Background: an optimization exercise with open tools, aiming at small area and a short achievable clock period. Do not read the settings as production practice. RTL that was checked went through simulation tests only; none was proved equivalent to the original. Power figures rest on the tool's default switching activity, not on a simulated workload.

==> run a <==
## mips_cpu
module mips_cpu (
  input         clk,
  input         rst,
  output [31:0] imem_addr,
  input  [31:0] imem_rdata,
  output [31:0] dmem_addr,
  output [31:0] dmem_wdata,
  output        dmem_we,
  output        dmem_re,
  input  [31:0] dmem_rdata,
  output        reg_we,
  output [4:0]  reg_waddr,
  output [31:0] reg_wdata
);
==> module mips_cpu, before the edit <==
module mips_cpu (
  input         clk,
  input         rst,
  output [31:0] imem_addr,
  input  [31:0] imem_rdata,
  output [31:0] dmem_addr,
  output [31:0] dmem_wdata,
  output        dmem_we,
  output        dmem_re,
  input  [31:0] dmem_rdata,
  output        reg_we,
  output [4:0]  reg_waddr,
  output [31:0] reg_wdata
);
  reg  [31:0] pc;
  wire [31:0] rf [0:7];
  wire [31:0] ins = imem_rdata;
  wire [5:0]  op  = ins[31:26];
  wire [5:0]  fn  = ins[5:0];
  wire [4:0]  rt  = ins[20:16];
  wire [31:0] se  = {{16{ins[15]}}, ins[15:0]};
  wire [31:0] a = rf[ins[23:21]];
  wire [31:0] b = rf[ins[18:16]];
  wire r_type  = (op == 6'h00);
  wire r_add   = r_type & (fn[5:1] == 5'b10000);
  wire r_sub   = r_type & (fn[5:1] == 5'b10001);
  wire r_and   = r_type & (fn == 6'h24);
  wire r_or    = r_type & (fn == 6'h25);
  wire r_xor   = r_type & (fn == 6'h26);
  wire r_sll   = r_type & (fn == 6'h00 || fn == 6'h04);
  wire r_srl   = r_type & (fn == 6'h02 || fn == 6'h03 || fn == 6'h06);
  wire r_slt   = r_type & (fn == 6'h2a);
  wire r_sltu  = r_type & (fn == 6'h2b);
  wire r_lui   = r_type & (fn == 6'h38);
  wire r_jr    = r_type & (fn == 6'h08);
  wire i_add   = (op[5:1] == 5'b00100);
  wire i_slt   = (op == 6'h0a);
  wire i_sltu  = (op == 6'h0b);
  wire i_and   = (op == 6'h0c);
  wire i_or    = (op == 6'h0d);
  wire i_xor   = (op == 6'h0e);
  wire i_lui   = (op == 6'h0f);
  wire i_alu   = (op[5:3] == 3'b001);
  wire ld      = (op == 6'h20 || op == 6'h23);
  wire st      = (op == 6'h28 || op == 6'h2b);
  wire jmp     = (op[5:1] == 5'b00001);
  wire jal     = (op == 6'h03);
  wire beq     = (op == 6'h04);
  wire bne     = (op == 6'h05);
  wire blez    = (op == 6'h06);
  wire bgtz    = (op == 6'h07);
  wire regimm  = (op == 6'h01);
  wire rim_ge  = regimm & (rt == 5'd0 || rt == 5'd16);
  wire rim_lt  = regimm & (rt == 5'd1 || rt == 5'd17);
  wire rim_lnk = regimm & (rt == 5'd16 || rt == 5'd17);
  wire link    = jal | rim_lnk;
  wire use_imm = i_alu | ld | st;
  wire use_b   = r_type | beq | bne;
  wire sub     = r_sub | r_slt | r_sltu | i_slt | i_sltu | beq | bne;
  wire [31:0] b2 = ({32{use_imm}} & se) | ({32{use_b}} & b);
  wire [32:0] sum = {1'b0, a} + {1'b0, b2 ^ {32{sub}}} + {32'd0, sub};
  wire [31:0] s   = sum[31:0];
  wire lt_s = (a[31] ^ b2[31]) ? a[31] : s[31];
  wire lt_u = ~sum[32];
  wire zero = (s == 32'd0);
  function [31:0] rev(input [31:0] x);
    integer k;
    for (k = 0; k < 32; k = k + 1) rev[k] = x[31-k];
  endfunction
  wire        big = |b[31:5];
  wire [31:0] shin = r_srl ? rev(a) : a;
  wire [31:0] shy  = shin << b[4:0];
  wire sel_add  = r_add | r_sub | i_add;
  wire sel_and  = r_and | i_and;
  wire sel_or   = r_or  | i_or;
  wire sel_xor  = r_xor | i_xor;
  wire sel_sll  = r_sll & ~big;
  wire sel_srl  = r_srl & ~big;
  wire sel_slt  = r_slt | i_slt;
  wire sel_sltu = r_sltu | i_sltu;
  wire sel_lui  = r_lui | i_lui;
  wire [31:0] pc4 = pc + 32'd4;
  assign reg_wdata = ({32{sel_add}} & s)
                   | ({32{sel_and}} & (a & b2))
                   | ({32{sel_or}}  & (a | b2))
                   | ({32{sel_xor}} & (a ^ b2))
                   | ({32{sel_sll}} & shy)
                   | ({32{sel_srl}} & rev(shy))
                   | {31'd0, sel_slt & lt_s | sel_sltu & lt_u}
                   | ({32{sel_lui}} & {b2[15:0], 16'd0})
                   | ({32{ld}} & dmem_rdata)
                   | ({32{link}} & pc4);
  assign reg_we    = (r_type & ~r_jr) | i_alu | ld | jal | rim_lnk;
  assign reg_waddr = link ? 5'd31 : r_type ? ins[15:11] : rt;
  assign dmem_re   = ld;
  assign dmem_we   = st;
  assign dmem_addr = s;
  assign dmem_wdata = b;
  assign imem_addr = pc;
  wire taken = (beq & zero) | (bne & ~zero) | (blez & (a[31] | zero))
             | (bgtz & ~a[31] & ~zero) | (rim_ge & ~a[31]) | (rim_lt & a[31]);
  wire [31:0] bt = pc4 + {se[29:0], 2'b00};
  wire [31:0] jt = {pc4[31:28], ins[25:0], 2'b00};
  wire [31:0] npc = r_jr ? a : jmp ? jt : taken ? bt : pc4;
  always @(posedge clk) begin
    if (rst) pc <= 32'd0;
    else pc <= npc;
  end
  wire [2:0]  wa = reg_waddr[2:0];
  wire [31:0] wd = reg_wdata & {32{~rst}};
  genvar i;
  generate
    for (i = 0; i < 8; i = i + 1) begin : g_rf
      reg [31:0] q;
      wire en = rst | (reg_we & (wa == i));
      always @(posedge clk) begin
        if (en) q <= (i == 1) ? {wd[31:1], wd[0] | rst} : wd;
      end
      assign rf[i] = q;
    end
  endgenerate
endmodule
Settings: LEC_CHECK=0, CAP_MARGIN=20, CORE_MARGIN=2, CORE_UTILIZATION=40, PLACE_DENSITY=0.6, SLEW_MARGIN=20; clock period 10.5 ns.
run.sh (not shown) runs the stock make flow with config.mk's settings and CLKGATE_MAP_FILE= SYNTH_SCRIPT=/design/flow/synth_recipe.tcl, a recipe that flattens the netlist after the stock synthesis.
==> run b: changes against run a <==
--- a/flow/design.v
+++ b/flow/design.v
@@ -19,8 +19,19 @@
   wire [5:0]  fn  = ins[5:0];
   wire [4:0]  rt  = ins[20:16];
   wire [31:0] se  = {{16{ins[15]}}, ins[15:0]};
-  wire [31:0] a = rf[ins[23:21]];
-  wire [31:0] b = rf[ins[18:16]];
+  wire [7:0] dec_s, dec_t;
+  genvar j;
+  generate
+    for (j = 0; j < 8; j = j + 1) begin : g_dec
+      assign dec_s[j] = (ins[23:21] == j);
+      assign dec_t[j] = (ins[18:16] == j);
+    end
+  endgenerate
+  wire [31:0] a, b;
+  rf_read rd_a (.sel(dec_s), .r0(rf[0]), .r1(rf[1]), .r2(rf[2]), .r3(rf[3]),
+                .r4(rf[4]), .r5(rf[5]), .r6(rf[6]), .r7(rf[7]), .q(a));
+  rf_read rd_b (.sel(dec_t), .r0(rf[0]), .r1(rf[1]), .r2(rf[2]), .r3(rf[3]),
+                .r4(rf[4]), .r5(rf[5]), .r6(rf[6]), .r7(rf[7]), .q(b));
   wire r_type  = (op == 6'h00);
   wire r_add   = r_type & (fn[5:1] == 5'b10000);
   wire r_sub   = r_type & (fn[5:1] == 5'b10001);
@@ -54,15 +65,17 @@
   wire rim_lt  = regimm & (rt == 5'd1 || rt == 5'd17);
   wire rim_lnk = regimm & (rt == 5'd16 || rt == 5'd17);
   wire link    = jal | rim_lnk;
-  wire use_imm = i_alu | ld | st;
-  wire use_b   = r_type | beq | bne;
-  wire sub     = r_sub | r_slt | r_sltu | i_slt | i_sltu | beq | bne;
-  wire [31:0] b2 = ({32{use_imm}} & se) | ({32{use_b}} & b);
-  wire [32:0] sum = {1'b0, a} + {1'b0, b2 ^ {32{sub}}} + {32'd0, sub};
-  wire [31:0] s   = sum[31:0];
-  wire lt_s = (a[31] ^ b2[31]) ? a[31] : s[31];
-  wire lt_u = ~sum[32];
-  wire zero = (s == 32'd0);
+  wire use_imm = op[5] | op[3];
+  wire sub     = r_type ? (fn[1] & ~fn[2])
+                        : (~op[5] & (op[3] ? (op[1] & ~op[2]) : op[2]));
+  wire [31:0] b2 = use_imm ? se : b;
+  wire [31:0] ax = a ^ {32{sub}};
+  wire [32:0] sum = {1'b0, ax} + {1'b0, b2};
+  wire [31:0] s   = sum[31:0] ^ {32{sub}};
+  wire lt_s = a[31] ^ b2[31] ^ sum[32];
+  wire lt_u = sum[32];
+  wire eq   = (s == 32'd0);
+  wire az   = (a == 32'd0);
   function [31:0] rev(input [31:0] x);
     integer k;
     for (k = 0; k < 32; k = k + 1) rev[k] = x[31-k];
@@ -70,26 +83,38 @@
   wire        big = |b[31:5];
   wire [31:0] shin = r_srl ? rev(a) : a;
   wire [31:0] shy  = shin << b[4:0];
-  wire sel_add  = r_add | r_sub | i_add;
-  wire sel_and  = r_and | i_and;
-  wire sel_or   = r_or  | i_or;
-  wire sel_xor  = r_xor | i_xor;
-  wire sel_sll  = r_sll & ~big;
-  wire sel_srl  = r_srl & ~big;
-  wire sel_slt  = r_slt | i_slt;
-  wire sel_sltu = r_sltu | i_sltu;
-  wire sel_lui  = r_lui | i_lui;
-  wire [31:0] pc4 = pc + 32'd4;
+  wire nr       = ~rst;
+  wire sel_add  = (r_add | r_sub | i_add) & nr;
+  wire sel_and  = (r_and | i_and) & nr;
+  wire sel_or   = (r_or  | i_or) & nr;
+  wire sel_xor  = (r_xor | i_xor) & nr;
+  wire sel_sll  = r_sll & ~big & nr;
+  wire sel_srl  = r_srl & ~big & nr;
+  wire sel_slt  = (r_slt | i_slt) & nr;
+  wire sel_sltu = (r_sltu | i_sltu) & nr;
+  wire sel_lui  = (r_lui | i_lui) & nr;
+  wire sel_ld   = ld & nr;
+  wire sel_link = link & nr;
+  wire [13:0] pc_hi = pc[31:18];
+  wire [13:0] hinc  = pc_hi + 14'd1;
+  wire [13:0] hdec  = pc_hi - 14'd1;
+  wire [16:0] lo4   = {1'b0, pc[17:2]} + 17'd1;
+  wire [31:0] pc4   = {lo4[16] ? hinc : pc_hi, lo4[15:0], pc[1:0]};
+  wire [17:0] lob   = {1'b0, pc[17:2], 1'b1} + {1'b0, ins[15:0], 1'b1};
+  wire        bc    = lob[17];
+  wire        bs    = ins[15];
+  wire [13:0] bhi   = (bc & ~bs) ? hinc : (~bc & bs) ? hdec : pc_hi;
+  wire [31:0] bt    = {bhi, lob[16:1], pc[1:0]};
   assign reg_wdata = ({32{sel_add}} & s)
-                   | ({32{sel_and}} & (a & b2))
-                   | ({32{sel_or}}  & (a | b2))
-                   | ({32{sel_xor}} & (a ^ b2))
+                   | ({32{sel_and}} & (ax & b2))
+                   | ({32{sel_or}}  & (ax | b2))
+                   | ({32{sel_xor}} & (ax ^ b2))
                    | ({32{sel_sll}} & shy)
                    | ({32{sel_srl}} & rev(shy))
                    | {31'd0, sel_slt & lt_s | sel_sltu & lt_u}
                    | ({32{sel_lui}} & {b2[15:0], 16'd0})
-                   | ({32{ld}} & dmem_rdata)
-                   | ({32{link}} & pc4);
+                   | ({32{sel_ld}} & dmem_rdata)
+                   | ({32{sel_link}} & pc4);
   assign reg_we    = (r_type & ~r_jr) | i_alu | ld | jal | rim_lnk;
   assign reg_waddr = link ? 5'd31 : r_type ? ins[15:11] : rt;
   assign dmem_re   = ld;
@@ -97,17 +122,18 @@
   assign dmem_addr = s;
   assign dmem_wdata = b;
   assign imem_addr = pc;
-  wire taken = (beq & zero) | (bne & ~zero) | (blez & (a[31] | zero))
-             | (bgtz & ~a[31] & ~zero) | (rim_ge & ~a[31]) | (rim_lt & a[31]);
-  wire [31:0] bt = pc4 + {se[29:0], 2'b00};
+  wire taken = (beq & eq) | (bne & ~eq) | (blez & (a[31] | az))
+             | (bgtz & ~a[31] & ~az) | (rim_ge & ~a[31]) | (rim_lt & a[31]);
   wire [31:0] jt = {pc4[31:28], ins[25:0], 2'b00};
-  wire [31:0] npc = r_jr ? a : jmp ? jt : taken ? bt : pc4;
-  always @(posedge clk) begin
-    if (rst) pc <= 32'd0;
-    else pc <= npc;
-  end
+  wire s_jr  = r_jr & nr;
+  wire s_j   = jmp & nr;
+  wire s_bt  = taken & nr;
+  wire s_seq = ~(r_jr | jmp | taken) & nr;
+  wire [31:0] npc = ({32{s_jr}} & a) | ({32{s_j}} & jt) | ({32{s_bt}} & bt)
+                  | ({32{s_seq}} & pc4);
+  always @(posedge clk) pc <= npc;
   wire [2:0]  wa = reg_waddr[2:0];
-  wire [31:0] wd = reg_wdata & {32{~rst}};
+  wire [31:0] wd = reg_wdata;
   genvar i;
   generate
     for (i = 0; i < 8; i = i + 1) begin : g_rf
@@ -120,3 +146,21 @@
     end
   endgenerate
 endmodule
+module rf_read (
+  input  [7:0]  sel,
+  input  [31:0] r0, r1, r2, r3, r4, r5, r6, r7,
+  output [31:0] q
+);
+  wire [31:0] n0, n1, n2;
+  aoi3 g0 (.s0(sel[0]), .s1(sel[1]), .s2(sel[2]), .r0(r0), .r1(r1), .r2(r2), .qn(n0));
+  aoi3 g1 (.s0(sel[3]), .s1(sel[4]), .s2(sel[5]), .r0(r3), .r1(r4), .r2(r5), .qn(n1));
+  assign n2 = ~(({32{sel[6]}} & r6) | ({32{sel[7]}} & r7));
+  assign q = ~(n0 & n1 & n2);
+endmodule
+module aoi3 (
+  input         s0, s1, s2,
+  input  [31:0] r0, r1, r2,
+  output [31:0] qn
+);
+  assign qn = ~(({32{s0}} & r0) | ({32{s1}} & r1) | ({32{s2}} & r2));
+endmodule
==> flow/flow/run.sh (new file) <==
#!/bin/bash
# The standard layout, with the port buffers made of plain buffers instead of
# delay cells.
set -euo pipefail
export BUFFER_PORTS_ARGS="-buffer_cell sky130_fd_sc_hd__buf_2"
bash standard.sh > standard.log 2>&1
==> flow/standard.sh (new file) <==
#!/bin/bash
# synth_recipe.tcl (not shown) runs the flow's synth.tcl, then flattens the netlist and writes it again
# the make line also repeats each setting of config.mk as NAME=value (left out here)
make -C /OpenROAD-flow-scripts/flow DESIGN_CONFIG=/design/flow/config.mk WORK_HOME=/design/flow/orfs CLKGATE_MAP_FILE= SYNTH_SCRIPT=/design/flow/synth_recipe.tcl "${@:-finish}"
- CORE_UTILIZATION: 40 -> 50
- PLACE_DENSITY: 0.6 -> 0.65
- SETUP_SLACK_MARGIN: unset -> 2
- SYNTH_HIERARCHICAL: unset -> 1
- TNS_END_PERCENT: unset -> 0
removed: flow/run.sh
==> run c: changes against run a <==
--- a/flow/design.v
+++ b/flow/design.v
@@ -19,8 +19,19 @@
   wire [5:0]  fn  = ins[5:0];
   wire [4:0]  rt  = ins[20:16];
   wire [31:0] se  = {{16{ins[15]}}, ins[15:0]};
-  wire [31:0] a = rf[ins[23:21]];
-  wire [31:0] b = rf[ins[18:16]];
+  wire [7:0] dec_s, dec_t;
+  genvar j;
+  generate
+    for (j = 0; j < 8; j = j + 1) begin : g_dec
+      assign dec_s[j] = (ins[23:21] == j);
+      assign dec_t[j] = (ins[18:16] == j);
+    end
+  endgenerate
+  wire [31:0] a, b;
+  rf_read rd_a (.sel(dec_s), .r0(rf[0]), .r1(rf[1]), .r2(rf[2]), .r3(rf[3]),
+                .r4(rf[4]), .r5(rf[5]), .r6(rf[6]), .r7(rf[7]), .q(a));
+  rf_read rd_b (.sel(dec_t), .r0(rf[0]), .r1(rf[1]), .r2(rf[2]), .r3(rf[3]),
+                .r4(rf[4]), .r5(rf[5]), .r6(rf[6]), .r7(rf[7]), .q(b));
   wire r_type  = (op == 6'h00);
   wire r_add   = r_type & (fn[5:1] == 5'b10000);
   wire r_sub   = r_type & (fn[5:1] == 5'b10001);
@@ -54,15 +65,15 @@
   wire rim_lt  = regimm & (rt == 5'd1 || rt == 5'd17);
   wire rim_lnk = regimm & (rt == 5'd16 || rt == 5'd17);
   wire link    = jal | rim_lnk;
-  wire use_imm = i_alu | ld | st;
-  wire use_b   = r_type | beq | bne;
-  wire sub     = r_sub | r_slt | r_sltu | i_slt | i_sltu | beq | bne;
-  wire [31:0] b2 = ({32{use_imm}} & se) | ({32{use_b}} & b);
-  wire [32:0] sum = {1'b0, a} + {1'b0, b2 ^ {32{sub}}} + {32'd0, sub};
-  wire [31:0] s   = sum[31:0];
+  wire use_imm = op[5] | op[3];
+  wire sub     = r_type ? fn[1] : (~op[5] & (op[3] ? op[1] : op[2]));
+  wire [31:0] b2 = use_imm ? se : b;
+  wire [33:0] sum = {1'b0, a, 1'b1} + {1'b0, b2 ^ {32{sub}}, sub};
+  wire [31:0] s   = sum[32:1];
   wire lt_s = (a[31] ^ b2[31]) ? a[31] : s[31];
-  wire lt_u = ~sum[32];
-  wire zero = (s == 32'd0);
+  wire lt_u = ~sum[33];
+  wire eq   = (s == 32'd0);
+  wire az   = (a == 32'd0);
   function [31:0] rev(input [31:0] x);
     integer k;
     for (k = 0; k < 32; k = k + 1) rev[k] = x[31-k];
@@ -97,8 +108,8 @@
   assign dmem_addr = s;
   assign dmem_wdata = b;
   assign imem_addr = pc;
-  wire taken = (beq & zero) | (bne & ~zero) | (blez & (a[31] | zero))
-             | (bgtz & ~a[31] & ~zero) | (rim_ge & ~a[31]) | (rim_lt & a[31]);
+  wire taken = (beq & eq) | (bne & ~eq) | (blez & (a[31] | az))
+             | (bgtz & ~a[31] & ~az) | (rim_ge & ~a[31]) | (rim_lt & a[31]);
   wire [31:0] bt = pc4 + {se[29:0], 2'b00};
   wire [31:0] jt = {pc4[31:28], ins[25:0], 2'b00};
   wire [31:0] npc = r_jr ? a : jmp ? jt : taken ? bt : pc4;
@@ -120,3 +131,12 @@
     end
   endgenerate
 endmodule
+module rf_read (
+  input  [7:0]  sel,
+  input  [31:0] r0, r1, r2, r3, r4, r5, r6, r7,
+  output [31:0] q
+);
+  assign q = ({32{sel[0]}} & r0) | ({32{sel[1]}} & r1) | ({32{sel[2]}} & r2)
+           | ({32{sel[3]}} & r3) | ({32{sel[4]}} & r4) | ({32{sel[5]}} & r5)
+           | ({32{sel[6]}} & r6) | ({32{sel[7]}} & r7);
+endmodule
==> flow/flow/run.sh (new file) <==
#!/bin/bash
# The standard layout, with the port buffers made of plain buffers instead of
# delay cells.
set -euo pipefail
export BUFFER_PORTS_ARGS="-buffer_cell sky130_fd_sc_hd__buf_2"
bash standard.sh > standard.log 2>&1
==> flow/standard.sh (new file) <==
#!/bin/bash
# synth_recipe.tcl (not shown) runs the flow's synth.tcl, then flattens the netlist and writes it again
# the make line also repeats each setting of config.mk as NAME=value (left out here)
make -C /OpenROAD-flow-scripts/flow DESIGN_CONFIG=/design/flow/config.mk WORK_HOME=/design/flow/orfs CLKGATE_MAP_FILE= SYNTH_SCRIPT=/design/flow/synth_recipe.tcl "${@:-finish}"
- SYNTH_HIERARCHICAL: unset -> 1
removed: flow/run.sh
==> summary.txt <==
| metric | run c | run b | run a |
|---|---|---|---|
| Worst Setup EP | reg_wdata[27] | reg_wdata[7] | reg_wdata[17] |
| Logic pwr share | 38.3% | 40.5% | 34.1% |
| Tot Pwr | 3.891 mW | 4.101 mW | 3.909 mW |
| Antenna violations before repair | 5 | 4 | 5 |
| Die span in y | 238.3 microns | 208.7 microns | 244.8 microns |
| Routed metal-1 wire length | 40,080 microns | 35,760 microns | 48,830 microns |
| Hold depth | 2 | 1 | 2 |
| Grt met1 use | 47.44% | 56.78% | 51.65% |
| Largest voltage drop on the vdd net | 151.2 uV | 152.3 uV | 149.3 uV |
| Initial DRC count | 3,758 | 4,173 | 3,230 |
| Status | finished clean | finished clean | finished clean |
| Half-perimeter wire length of the detailed placement result | 79,080 microns | 69,690 microns | 91,970 microns |
| Met2 layer wire length in the routed design | 45,180 microns | 40,740 microns | 53,250 microns |
| Top power group | combinational cells | combinational cells | sequential cells |
| Worst setup slack after layout | 0.5617 ns | 1.727 ns | 0.3396 ns |
| Net Count, Synth | 2,441 | 2,232 | 2,686 |
| Clock network power | 1.05 mW | 1.04 mW | 1.23 mW |
The RTL of run c was laid out without a check of its function.

## afterwards: timing with drivers on the ports
The results above use ideal ports. As a check the final layouts listed here were re-extracted and re-timed, cells and wires unchanged.
Step 1: set_driving_cell puts a clkbuf_16 on clk and a buf_2 on each other input, an assumption about the parent block.
Step 2 also shifts input and output timing later by t, the mid clock arrival at the registers, as if the neighbouring blocks saw the same clock.
Slacks: ideal ports / drivers / drivers and shift; pairs: ideal ports / drivers.
run	t, ns	slack for setup (ns)	slew at the worst register clock pin (ns)
run a	0.603	0.340 / 0.314 / 0.314	0.07 / 0.07
run b	0.627	1.727 / 1.704 / 1.704	0.07 / 0.07
run c	0.647	0.562 / 0.496 / 0.496	0.09 / 0.09
After both steps every run listed still meets setup and hold. The setup slack of run c, which loses most, moves by -0.066 ns with the drivers and by -0.066 ns with both steps.
